What follows belongs to an exercise in optimizing a design on an open flow for small area and a short achievable clock period; a production flow would make more cautious choices. In this exercise RTL edits were held to simulation tests only and were not proved equivalent to the original. Power is estimated from default activity; no workload was simulated.

==> flow/design.v (outline; a module is shown in full before it is edited, if it fits) <==
// module booth_enc: 21 lines
// module csa_tree: 768 lines
// module add32: 7 lines
// module next_pc: 9 lines
// module xrow: 13 lines
// module processor: 54 lines
module processor(
  input clk,
  input rst,
  input [31:0] instruction,
  output [31:0] instruction_addr);
  // ...
==> flow/run.sh <==
#!/bin/bash
# synth_recipe.tcl (not shown) runs the flow's synth.tcl, then flattens the netlist and writes it again
# the make line also repeats each setting of config.mk as NAME=value (left out here)
make -C /OpenROAD-flow-scripts/flow DESIGN_CONFIG=/design/flow/config.mk WORK_HOME=/design/flow/orfs CLKGATE_MAP_FILE= SYNTH_SCRIPT=/design/flow/synth_recipe.tcl finish
==> flow/config.mk <==
export PLATFORM = sky130hd
export DESIGN_NAME = processor
export DESIGN_NICKNAME = processor
export VERILOG_FILES = /design/flow/design.v
export SDC_FILE = /design/flow/constraint.sdc
export NUM_CORES = 4
export LEC_CHECK = 0
export CAP_MARGIN = 20
export CORE_MARGIN = 2
export CORE_UTILIZATION = 60
export PLACE_DENSITY = 0.72
export SETUP_SLACK_MARGIN = 3.5
export SLEW_MARGIN = 20
export SYNTH_HIERARCHICAL = 1
export SYNTH_MINIMUM_KEEP_SIZE = 0
export TNS_END_PERCENT = 5
==> flow/constraint.sdc <==
create_clock -name core_clock -period 12.5 [get_ports {clk}]
set_input_delay 2.5000 -clock core_clock [delete_from_list [all_inputs] [get_ports {clk}]]
set_output_delay 2.5000 -clock core_clock [all_outputs]
set_load 0.01 [all_outputs]
==> run summary, run 1 <==
status=complete, no violations; Largest register FFs=1024; Root Driver=clkbuf_16; core area=105000 um2; crit path DAT=10.29 ns; Final GP Congestion=0.954; fraction of area in registers=0.414; initial core utilization=0.606; clk_buf instances=129; gr ovfl total=0; Clock Power Share=0.277; Setup crit end=rf[21][31]; IO Pins=66; Netlist cell types=90; hpwl dp=128000 um; CTS buffer count=106; n_taps=1391; TNS Setup=0 ns; H-tree Lvls=3; WHS=0.604 ns; Slew HR=0.307; most common cell after layout, fill and taps aside=edfxtp_1; Worst Skew=0.0485 ns; sequential share of the synthesized area=0.491; Signal buf overhead=0.0788; CTS sink cnt=1056; antenna cells=2; Placed Area=67700 um2; PortBufs=61
==> run 2: changes to the inputs <==
--- a/flow/config.mk
+++ b/flow/config.mk
@@ -10,5 +10,5 @@
 export CORE_UTILIZATION = 60
 export PLACE_DENSITY = 0.72
-export SETUP_SLACK_MARGIN = 3.5
+export SETUP_SLACK_MARGIN = 2.5
 export SLEW_MARGIN = 20
 export SYNTH_HIERARCHICAL = 1
==> run 2 against run 1 <==
  * Core utilization is 2.5 points lower
  * Clock skew grew 0.054 ns
  * Clock power is 4% higher
  * Largest cell class unchanged
==> run summary, run 2 <==
Root Driver=clkbuf_16 (unchanged); most frequent cells in the layout=edfxtp_1, mux4_2, buf_4 (unchanged); initial antenna violation count=4 (unchanged); most frequent cells after synthesis=edfxtp_1, mux4_2, o22ai_1, a22oi_1, fa_1 (unchanged); hold_buf cts=0 (unchanged); FF-to-FF setup slack=4.19 ns (was 4.41 ns); Leak=0.0235 uW (was 0.0245 uW); largest cells by area after synthesis=edfxtp_1, mux4_2, fa_1, a22oi_1, xor2_1 (unchanged); Routed Antenna Nets=0 (unchanged); Die W=330 um (unchanged); top-count cell post-synth=edfxtp_1 (unchanged); largest net degree at the start of global routing=83 (was 75); global-route usage over all layers=0.390 (was 0.399); top sig layer=met5 (unchanged); Final GP Congestion=0.942 (was 0.954); crit path DAT=10.55 ns (was 10.29 ns); Worst Hold Class=reg2reg (unchanged); First-pass DRT Iterations=19 (unchanged); Area Growth Syn to Fin=14.6% (was 18.7%); Critical Path RT=13.11 ns (was 12.93 ns); Syn. warnings=7 (unchanged); Post-synth top flop=edfxtp_1 (unchanged); share of post-route cells with drive strength above 1=0.297 (was 0.351); final hold violations=0 (unchanged); Slew HR=0.246 (was 0.307); sequential share of the synthesized area=0.491 (unchanged); Hold Path Stages=2 (unchanged); total power=10700 uW (was 11100 uW); HP Start=pc[8] (unchanged); CTS clk-pin slew, worst paths=0.06 ns (about the same); hpwl dp=128000 um (about the same); worst hold endpoint=pc[8] (unchanged); Syn Std Cell Area=63900 um2 (unchanged); Period minus WS final=9.94 ns (was 9.86 ns); IO Pins=66 (unchanged); RSZ-0062 raised after global routing=true (unchanged); Largest register FFs=1024 (unchanged); Crit-path slowest cell=fa_2 (unchanged); flops & latches, synth=1056 (unchanged); chip height=330 um (unchanged); met3 routed WL=27200 um (was 30500 um); vias per cell=7.55 (was 7.62); Crit Path Max Fanout=8 (unchanged); max_cap viols=0 (unchanged); final period utilization=0.796 (was 0.789); Synth area leader=edfxtp_1 (unchanged); die area=109000 um2 (unchanged); CP peak stage delay=0.61 ns (was 0.64 ns); Placed Area=67100 um2 (was 67700 um2); metal2 WL=100000 um (was 103000 um); Worst-Margin Slew=1.12 ns (was 1.04 ns); Worst Skew=0.102 ns (was 0.0485 ns); Post-Syn Instances=4324 (unchanged); drt total wl=212000 um (was 221000 um); PortBufs=61 (unchanged); nets=4803 (was 4937); reg2reg path depth=29 (was 28); fin area=73200 um2 (was 75800 um2); CTS buffer count=105 (was 106); worst r2r dst=pc[29] (was rf[21][31]); clock latency on the worst-skew pair=0.74 ns (was 0.73 ns); vias=44600 (was 46000); Iter 0 DRT Violations=6890 (was 8023); first-pass GRT wire length=304000 um (was 309000 um); TNS Setup=0 ns (unchanged); DRC=0 (unchanged); Biggest register=rf (unchanged); Critical Path Sink Type=flop (unchanged); CTS tree=yes (unchanged); H-tree Lvls=3 (unchanged); number of global-route vias before repair=44800 (was 45600); row count=119 (unchanged); dpl cells=5599 (was 5627); initial core utilization=0.606 (unchanged); Finished Core Util=0.694 (was 0.719); Setup Crit Path Kind=in2reg (unchanged); Final setup viols=0 (unchanged); met1 WL=68900 um (was 70100 um); fraction of registers with async set/reset=0 (unchanged); FF-to-FF Start=rf[31][3] (was rf[14][2]); clock buffer depth=3 (unchanged); Netlist cell types=90 (unchanged); gr ovfl total=0 (unchanged); peak supply drop=137 uV (was 136 uV); core area=105000 um2 (unchanged); Max Clock Freq=101 MHz (about the same); startpoint types=primary input (unchanged); Yosys top cell area share=0.481 (unchanged); syn avg cell area=14.8 um2 (unchanged); pwr/cell area=146 nW/um2 (about the same); most frequent CP cell=buf_4 (was fa_1); most common cell after layout, fill and taps aside=edfxtp_1 (unchanged); Final Slew Violations=0 (unchanged); CTS sink cnt=1056 (unchanged); Final Non-Filler Cells=5912 (was 6046); top flop regs=rf: 1024 flops, pc: 32 flops (unchanged); Post-synth EDFFs=1024 (unchanged); routed len/inst=35.9 um (was 36.5 um); Post-Syn Nets=4692 (unchanged); status=complete, no violations (unchanged)
==> run 2: cell counts after synthesis <==
Identical to the previous run, type by type.
==> run 2: worst max-delay path by stage <==
| stage | start | to | slack [ns] | cells after the start |
|---|---|---|---|---|
| final | instruction[12] | pc[29] | 2.56 | 30 |
| after global routing | instruction[13] | rf[17][31] | 2.34 | 32 |
| after CTS | instruction[10] | pc[29] | 2.35 | 28 |
| after detailed placement | instruction[13] | pc[29] | 0.50 | 27 |
| after global placement | instruction[13] | pc[31] | 0.58 | 26 |
| after floorplan | instruction[10] | rf[0][29] | 2.17 | 29 |
==> run 2: final cells by class <==
class | instances | area (um2)
Fill cell | 6808 | 32200
Multi-Input combinational cell | 2708 | 31700
Sequential cell | 1056 | 31400
Timing Repair Buffer | 419 | 4300
Clock buffer | 119 | 2700
Tap cell | 1391 | 1740
Clock inverter | 73 | 803
Inverter | 145 | 544
Antenna cell | 1 | 2.50
==> run 2: power breakdown <==
group          total, uW  switching [uW]  internal [uW]
registers           4540             119           4420
clock network       3200            1400           1790
logic               2920            1870           1060
==> run 2: metrics by stage <==
| stage | hold slack [ns] | setup WS (ns) |
|---|---|---|
| 6_report | 0.601 | 2.56 |
| 5_1_grt | 0.629 | 2.34 |
| 4_1_cts | 0.596 | 2.35 |
| 3_5_place_dp | 0.585 | 0.501 |
| 3_3_place_gp | 0.591 | 0.578 |
| 2_1_floorplan | 0.561 | 2.17 |
==> run 2: Yosys stat by module, one instance, submodules excluded <==
| module | copies in the design | cells inside | cell area, um2 | flops+latches |
|---|---|---|---|---|
| processor | 1 | 2349 | 47300 | 1056 |
| booth_enc | 1 | 176 | 1100 | 0 |
| next_pc | 1 | 259 | 2260 | 0 |
| xrow | 1 | 124 | 807 | 0 |
| csa_tree | 1 | 1114 | 10500 | 0 |
| add32 | 1 | 302 | 1980 | 0 |
==> run 2: cell families (layout without fill, tap and decap cells) <==
family | count (synthesis) | count (layout) | synth area share
flip-flops | 1056 | 1056 | 0.491
AO/OA/AOI/OAI | 895 | 895 | 0.0963
AND/OR/NAND/NOR | 594 | 596 | 0.0477
buffers and inverters | 562 | 756 | 0.0397
multiplexers | 528 | 528 | 0.183
XOR/XNOR | 355 | 355 | 0.0492
adder cells (fa/ha/maj) | 334 | 334 | 0.0924
other | 0 | 1 | 0
==> run 2: critical path: cells and delay by family <==
family | cells | cell delay (ns)
AOI/OAI and AO/OA | 8 | 1.42
buffers and inverters | 6 | 0.87
and+or+nand+nor | 7 | 2.10
adders and majority gates | 8 | 3.47
xor gates and xnor gates | 1 | 0.16
==> run 2: layer usage <==
layer,track usage,vias to the layer above
li1,-,17500
met1,0.479,22500
met2,0.621,3780
met3,0.107,875
met4,0.239,6
met5,0,-
==> run 2: repair_timing <==
action / in CTS / in global routing
endpoints found under the setup margin: 627 / 362
buffers inserted: 75 / 26
resized for setup: 142 / 106
pin swaps: 40 / 41
gates cloned: 13 / 4
==> run 3: changes to the inputs <==
--- a/flow/config.mk
+++ b/flow/config.mk
@@ -8,6 +8,6 @@
 export CAP_MARGIN = 20
 export CORE_MARGIN = 2
-export CORE_UTILIZATION = 60
-export PLACE_DENSITY = 0.72
+export CORE_UTILIZATION = 55
+export PLACE_DENSITY = 0.68
 export SETUP_SLACK_MARGIN = 2.5
 export SLEW_MARGIN = 20
==> run 3 against run 2 <==
  * Clock-buffer cell count is 7 higher
  * Largest power group unchanged
  * Synthesized area stayed put
  * Clock skew is 0.028 ns lower
  * Combinational power is 1% higher
  * Still clean on timing, DRC and antenna
  * Sequential power hardly changed
  * Sequential cell count stayed put
  * Register-to-register slack better by 0.02 ns
  * Total power is 0.46% lower
==> run summary, run 3 <==
top sig layer=met5 (unchanged); H-tree Lvls=3 (unchanged); initial core utilization=0.552 (was 0.606); final hold violations=0 (unchanged); largest family of logic cells by synthesized area=multiplexers (unchanged); critical path depth=34 (was 30); Compound-Gate Fraction of Synth Area=0.0963 (unchanged); share of post-route cells with drive strength above 1=0.300 (was 0.297); met1 WL=71200 um (was 68900 um); global-route usage over all layers=0.353 (was 0.390); Worst-Margin Slew=1.17 ns (was 1.12 ns); RSZ-0062 raised after global routing=true (unchanged); Final Slew Violations=0 (unchanged); top flop regs=rf: 1024 flops, pc: 32 flops (unchanged); post-synthesis xor/xnor area fraction=0.0492 (unchanged); Area Growth Syn to Fin=15.1% (was 14.6%); most frequent cells in the layout=edfxtp_1, mux4_2, buf_4 (unchanged); reg2reg path depth=32 (was 29); Final setup viols=0 (unchanged); die area=119000 um2 (was 109000 um2); Routed Antenna Nets=0 (unchanged); Critical Path RT=13.11 ns (about the same); flops & latches, synth=1056 (unchanged); routed len/inst=34.6 um (was 35.9 um); vias per cell=7.26 (was 7.55); Max Clock Freq=99.7 MHz (was 101 MHz); Slew HR=0.215 (was 0.246); vias=44100 (was 44600); largest cells by area after synthesis=edfxtp_1, mux4_2, fa_1, a22oi_1, xor2_1 (unchanged); Root Driver=clkbuf_16 (unchanged); met3 routed WL=25600 um (was 27200 um); Iter 0 DRT Violations=6666 (was 6890); number of global-route vias before repair=43600 (was 44800); Netlist cell types=90 (unchanged); TNS Setup=0 ns (unchanged); register area=31400 um2 (unchanged); pwr/cell area=144 nW/um2 (was 146 nW/um2); CTS buffer count=107 (was 105); initial antenna violation count=5 (was 4); drt total wl=210000 um (was 212000 um); Critical Path Sink Type=flop (unchanged); post-synthesis mux area share=0.183 (unchanged); Post-Syn Instances=4324 (unchanged); crit path DAT=10.63 ns (was 10.55 ns); Setup Crit Path Kind=in2reg (unchanged); nets=4824 (was 4803); CTS clk-pin slew, worst paths=0.06 ns (about the same); Crit-path slowest cell=mux4_2 (was fa_2); Crit Path Max Fanout=8 (unchanged); metal2 WL=101000 um (was 100000 um); First-pass DRT Iterations=7 (was 19); Final Non-Filler Cells=6071 (was 5912); IO Pins=66 (unchanged); Yosys top cell area share=0.481 (unchanged); clock latency on the worst-skew pair=0.72 ns (was 0.74 ns); Final GP Congestion=0.955 (was 0.942); area of the multi-input gates=31700 um2 (about the same); CP peak stage delay=0.53 ns (was 0.61 ns); Synth area leader=edfxtp_1 (unchanged); final period utilization=0.802 (was 0.796); top-count cell post-synth=edfxtp_1 (unchanged); startpoint types=primary input (unchanged); Post-Syn Nets=4692 (unchanged); Biggest register=rf (unchanged); most frequent CP cell=fa_1 (was buf_4); gr ovfl total=0 (unchanged); Post-synth top flop=edfxtp_1 (unchanged); PortBufs=61 (unchanged); Largest register FFs=1024 (unchanged); Top Family by Delay on Critical Path=adder cells (unchanged); syn avg cell area=14.8 um2 (unchanged); Worst Path Buf+Inv=8 (was 6); Worst Hold Class=reg2reg (unchanged); most common cell after layout, fill and taps aside=edfxtp_1 (unchanged); fraction of registers with async set/reset=0 (unchanged); Period minus WS final=10.03 ns (was 9.94 ns); antenna cells=0 (was 1); Worst Skew=0.0745 ns (was 0.102 ns); chip height=345 um (was 330 um); most frequent cells after synthesis=edfxtp_1, mux4_2, o22ai_1, a22oi_1, fa_1 (unchanged); post-synthesis adder-cell area fraction=0.0924 (unchanged); largest net degree at the start of global routing=82 (was 83); row count=125 (was 119); Post-Synth Simple-Gate Area=0.0477 (unchanged); dpl cells=5756 (was 5599); Syn. warnings=7 (unchanged); Syn Std Cell Area=63900 um2 (unchanged); Hold Path Stages=2 (unchanged); peak supply drop=139 uV (was 137 uV); max_cap viols=0 (unchanged); Leak=0.0236 uW (was 0.0235 uW); Die W=345 um (was 330 um); hpwl dp=129000 um (was 128000 um); sequential share of the synthesized area=0.491 (unchanged); DRC=0 (unchanged); Post-synth EDFFs=1024 (unchanged); status=complete, no violations (unchanged); clock buffer depth=3 (unchanged); CTS tree=yes (unchanged); first-pass GRT wire length=299000 um (was 304000 um); core area=116000 um2 (was 105000 um2); fillers=8305 (was 6808); CTS sink cnt=1056 (unchanged)
-- run 3: worst reg2reg max path, delay by kind of cell (launching register included) --
family | cells | cell delay, ns
compound gates | 11 | 1.91
simple gates | 4 | 0.74
flops | 1 | 0.39
fa+ha+maj | 8 | 3.42
xor+xnor | 2 | 0.39
mux | 1 | 0.52
buf+inv | 6 | 0.85
-- run 3: metrics by stage --
step	instance area (um2)	setup slack, ns	total power (uW)	hold slack (ns)	utilization
final	73500	2.47	10600	0.608	0.635
after global routing	73500	2.28	11000	0.643	0.635
after CTS	72800	2.50	10500	0.611	0.629
after detailed placement	67600	0.344	7310	0.600	0.584
after floorplan	64500	2.17	6260	0.561	-
after global placement	67600	0.465	7270	0.593	0.584
-- run 3: Yosys stat by module, one instance, submodules excluded --
module,flip-flops and latches,copies in the design
processor,1056,1
csa_tree,0,1
next_pc,0,1
add32,0,1
booth_enc,0,1
xrow,0,1
-- run 3: layer usage --
metal	vias to the layer above	global-route usage
met3	720	0.0798
met4	4	0.168
met5	-	0
li1	17500	-
met1	22600	0.452
met2	3287	0.576
-- run 3: logic make-up (layout without fill, tap and decap cells) --
kind of cell	count (synthesis)	after routing
flops	1056	1056
compound gates	895	895
simple gates	594	596
buf+inv	562	783
mux	528	528
xor+xnor	355	355
fa+ha+maj	334	334
-- run 3: report_power, final --
part           switching [uW]  internal (uW)
combinational            1860           1090
sequential                116           4420
clock                    1370           1750
-- run 3: layout make-up --
class,instances,area share
multi-input cells,2708,0.431
inverters,145,0.00740
repair buffers,438,0.0623
clock buffers,126,0.0377
well taps,1524,0.0259
flip-flops and latches,1056,0.427
clock inverters,74,0.00836
-- run 3: repair_timing --
item / 4_1_cts / 5_1_grt
endpoints found under the setup margin: 659 / 266
hold buffers: 0 / 0
pin swaps: 35 / 35
setup buffers: 78 / 17
gates cloned: 14 / 6
resized for setup: 167 / 88
-- run 3: path summary, 6_finish.rpt --
path / from / endpoint / slack, ns
max: instruction[10] / pc[30] / 2.47
min: pc[8] / pc[8] / 0.61
max reg2reg: rf[22][1] / pc[30] / 4.21
min reg2reg: pc[8] / pc[8] / 0.61

==> re-timing with driven ports <==
The flow's constraints put no driver on any port. The routed layouts listed below were extracted and timed again, unchanged, in two steps.
Step 1 (the two cells are an assumption about what drives the block):
set clk [get_ports {clk}]
set_driving_cell -lib_cell sky130_fd_sc_hd__clkbuf_16 $clk
set_driving_cell -lib_cell sky130_fd_sc_hd__buf_2 [delete_from_list [all_inputs] $clk]
Step 2 adds t to the input delays and takes it off the output delays; t is the mean of the earliest and latest rising clock arrival at the registers after step 1. Input paths then give back, and output paths get back, about the clock's delay inside the block.
a / b / c = ideal / step 1 / step 2; a / b = the first two.
| run | t (ns) | setup slack, ns | worst hold slack (ns) | worst setup path after step 2 | worst slew at a driven data input, ns |
|---|---|---|---|---|---|
| run 1 | 0.784 | 2.639 / 2.344 / 1.559 | 0.604 / 0.604 / 0.604 | input to register | 0.42 |
| run 2 | 0.757 | 2.556 / 2.278 / 1.521 | 0.601 / 0.601 / 0.601 | input to register | 0.37 |
| run 3 | 0.764 | 2.475 / 2.350 / 1.587 | 0.608 / 0.608 / 0.608 | input to register | 0.23 |
After both steps every run listed still meets setup and hold. For run 1, which loses most, drivers alone change the setup slack by -0.295 ns; drivers and shift together by -1.080 ns.
